From an optimization exercise on the open Yosys and OpenROAD flow, aimed at small area, a short achievable clock period and few clock cycles; shortcuts taken in it are not production practice. Only simulation tests tie the RTL to the original design; equivalence was not proved. No activity file was given, so power comes from the tool's default toggle rates.

==> inputs of violet <==
==> flow/design.v (excerpt) <==
module mgm(clk, rst, len_A, len_M, cmd, done, key, A, M, C, T, nonce);
Settings: LEC_CHECK=0, CAP_MARGIN=20, CORE_MARGIN=2, CORE_UTILIZATION=50, SETUP_SLACK_MARGIN=4, SLEW_MARGIN=20; clock period 7.5 ns.
standard.sh (not shown) runs the stock make flow with config.mk's settings and CLKGATE_MAP_FILE= SYNTH_SCRIPT=/design/flow/synth_recipe.tcl, a recipe that flattens the netlist after the stock synthesis.
==> flow/flow/run.sh <==
#!/bin/bash
# The standard layout (the standard.sh: ORFS synthesis, floorplan,
# placement, CTS and routing, unchanged), except that the port buffers that
# global placement puts on every input and output are the smallest buffer
# cell, sky130_fd_sc_hd__buf_1, instead of the slow 10 um2 delay buffer that
# buffer_ports picks by default. Timing repair still resizes them where a
# path needs it.
set -euo pipefail
export BUFFER_PORTS_ARGS="-buffer_cell sky130_fd_sc_hd__buf_1"
bash standard.sh > standard_flow.log 2>&1
==> inputs of raven, as changes to violet <==
--- a/flow/design.v
+++ b/flow/design.v
@@ -504,12 +504,16 @@
 wire       c_ld_x = c_ld_a | c_ld_c | c_ld_l;
 wire [2:0] st_n = rst ? S_IDLE : c_st;
 wire [2:0] pc_n = rst ? 3'd0 : (cmd != 6'd0) ? cmd[2:0] : c_clr_pc ? 3'd0 : pc;
 wire       hp_n = c_clr_acc ? 1'b0 : c_tk_h ? !hp : hp;
 wire       mbusy_n = rst ? 1'b0 : c_ld_x ? 1'b1 : (mbusy && y[63:4] == 60'd0) ? 1'b0 : mbusy;
 wire       hr_n = hp_n ? h1r_n : h0r_n;
+wire [63:0] mt, xn;
+wire [63:0] cval;
+wire [63:0] y_n = c_ld_a ? A : c_ld_c ? cval : c_ld_l ? {LA, LM} :
+                  c_clr_acc ? 64'h0 : {4'b0000, y[63:4]};
 wire       gr_n = hp_n ? g1r_n : g0r_n;
 reg d_done, d_clr_pc, d_ld_zy, d_ld_h0, d_ld_h1, d_ld_g0, d_ld_g1, d_tk_h, d_tk_g,
     d_ld_a, d_ld_c, d_ld_l, d_clr_acc, d_h0_s, d_h0_n, d_g0_n, d_yinc;
 reg [2:0] d_st;
 always @(*) begin
     d_st = st_n; d_clr_pc = 0; d_done = 0; d_ld_zy = 0;
@@ -545,13 +549,13 @@
             end
             7: if (hr_n && !mbusy_n) begin
                 d_ld_l = 1; d_tk_h = 1; d_st = S_FINW;
             end
             default: ;
         endcase
-        S_FINW: if (!mbusy_n) begin
+        S_FINW: if (!mbusy_n || y_n[63:4] == 60'd0) begin
             d_ld_h0 = 1; d_h0_s = 1; d_st = S_FINS;
         end
         S_FINS: if (k0fin_n) begin
             d_done = 1; d_clr_pc = 1; d_st = S_IDLE;
         end
         default: d_st = S_IDLE;
@@ -576,13 +580,13 @@
         c_h0_s <= d_h0_s; c_h0_n <= d_h0_n; c_g0_n <= d_g0_n;
         c_zinc <= d_ld_h0 && !d_h0_n && !d_h0_s || d_ld_h1;
         c_yinc <= d_yinc;
         c_st <= d_st;
     end
 end
-wire [63:0] h0d = c_h0_n ? {1'b1, nonce} : c_h0_s ? S : Z;
+wire [63:0] h0d = c_h0_n ? {1'b1, nonce} : c_h0_s ? S ^ mt : Z;
 wire [63:0] g0d = c_g0_n ? {1'b0, nonce} : Y;
 gost_ku ku0(.clk(clk), .rst(rst), .key(key), .load(c_ld_h0 | c_ld_g0), .run(k0run),
             .fin(k0fin), .fin_n(k0fin_n), .kreg(k0reg));
 gost_ku ku1(.clk(clk), .rst(rst), .key(key), .load(c_ld_h1 | c_ld_g1), .run(k1run),
             .fin(k1fin), .fin_n(k1fin_n), .kreg(k1reg));
 gost_28147_89 h0(.clk(clk), .rst(rst), .load(c_ld_h0), .take(c_tk_h & !hp), .pdata(h0d),
@@ -596,28 +600,23 @@
 assign T = h0q;
 wire [63:0] mask;
 genvar i;
 generate for (i = 0; i < 64; i = i + 1) begin : msk
     assign mask[i] = lenok && (lenq >= 7'd64 - i);
 end endgenerate
-wire [63:0] cval = (pc == 6) ? ((gq ^ M) & mask) : (gq ^ M);
-wire [63:0] mt, xn;
+assign cval = (pc == 6) ? ((gq ^ M) & mask) : (gq ^ M);
 mul m(.x(x), .y(y[3:0]), .t(mt), .xn(xn));
 always @(posedge clk) begin
     lenq <= len_M[6:0];
     lenok <= (len_M[31:7] == 25'd0) && (len_M[6:0] <= 7'd64);
     if (c_ld_zy) Z <= h0q;
     else if (c_zinc) Z[63:32] <= Z[63:32] + 32'h1;
     if (c_ld_zy) Y <= g0q;
     else if (c_yinc) Y[31:0] <= Y[31:0] + 32'h1;
     x <= c_ld_x ? hq : xn;
-    if (c_ld_a) y <= A;
-    else if (c_ld_c) y <= cval;
-    else if (c_ld_l) y <= {LA, LM};
-    else if (c_clr_acc) y <= 64'h0;
-    else y <= {4'b0000, y[63:4]};
+    y <= y_n;
     S <= c_clr_acc ? 64'h0 : S ^ mt;
     if (c_clr_acc) LA <= 32'h0;
     else if (c_ld_a) LA <= LA + len_A;
     if (c_clr_acc) LM <= 32'h0;
     else if (c_ld_c) LM <= LM + len_M;
 end
CTS_CLUSTER_DIAMETER = 100   (was not set)
CTS_CLUSTER_SIZE = 20   (was not set)
SETUP_SLACK_MARGIN = 4.3   (was 4)
==> notes.md <==
item                                                                   raven                 violet
Outcome                                                       finished clean         finished clean
Multi-input gate share of the layout cell area                         0.609                  0.599
Signal inverters                                                         283                    211
Termination of the worst setup path                                  c_ld_h0               h1.a[25]
DP Wirelength                                                      221000 um              210000 um
Core area                                                        0.118 sq mm            0.116 sq mm
Cells resized by post-CTS repair                                         507                    108
Post-synthesis sequential area ratio                                   0.296                  0.301
Proportion of cell area spent on the clock network                    0.0202                 0.0449
Arrival time of the worst setup path                                 4.03 ns                4.09 ns
CTS H-tree depth                                                           2                      3
Std-Cell Rows                                                            126                    125
Smallest setup slack after layout                                    4.09 ns                4.03 ns
Post-place setup slack                                               2.96 ns                3.28 ns
Highest fanout seen on the critical path                                   8                     11
Synthesized Nets                                                        8084                   7867
All-Layer GR Usage                                                     0.457                  0.429
Minimum clock period after layout                                    3.41 ns                3.47 ns
Worst setup skew after layout                                      0.0558 ns              0.0229 ns
Adder-cell area share of the yosys netlist                            0.0956                 0.0977
Multi-input logic cell count                                            5687                   5563
Internal power of the cells                                          18.2 mW                17.0 mW
Slowest-stage cell, CP                              sky130_fd_sc_hd__dfxtp_4  sky130_fd_sc_hd__fa_2
Testbench counts of violet, summed over its fixed seeds: cycles 7,364.
Testbench counts of raven, summed over its fixed seeds: cycles 7,332.

==> static timing again, ports no longer ideal <==
The flow's constraints put no driver on any port. The routed layouts listed below were extracted and timed again, unchanged, in two steps. Step 1, drivers: a clkbuf_16 drives clk and a buf_2 each remaining input, both assumed. Step 2 adds t to the input delays and takes it off the output delays; t is the mean of the earliest and latest rising clock arrival at the registers after step 1. Input paths then give back, and output paths get back, about the clock's delay inside the block. Slacks: ideal / step 1 / step 2; pairs: ideal / step 1.
| run | shift t [ns] | slack for setup (ns) | hold slack, ns | latest minus earliest clock arrival (ns) |
|---|---|---|---|---|
| violet | 0.772 | 4.033 / 3.977 / 3.352 | 0.468 / 0.468 / 0.468 | 0.023 / 0.023 |
| raven | 0.776 | 4.094 / 4.094 / 3.386 | 0.467 / 0.467 / 0.467 | 0.059 / 0.058 |
After both steps every run listed still meets setup and hold. For raven, which loses most, drivers alone change the setup slack by 0.000 ns; drivers and shift together by -0.708 ns.
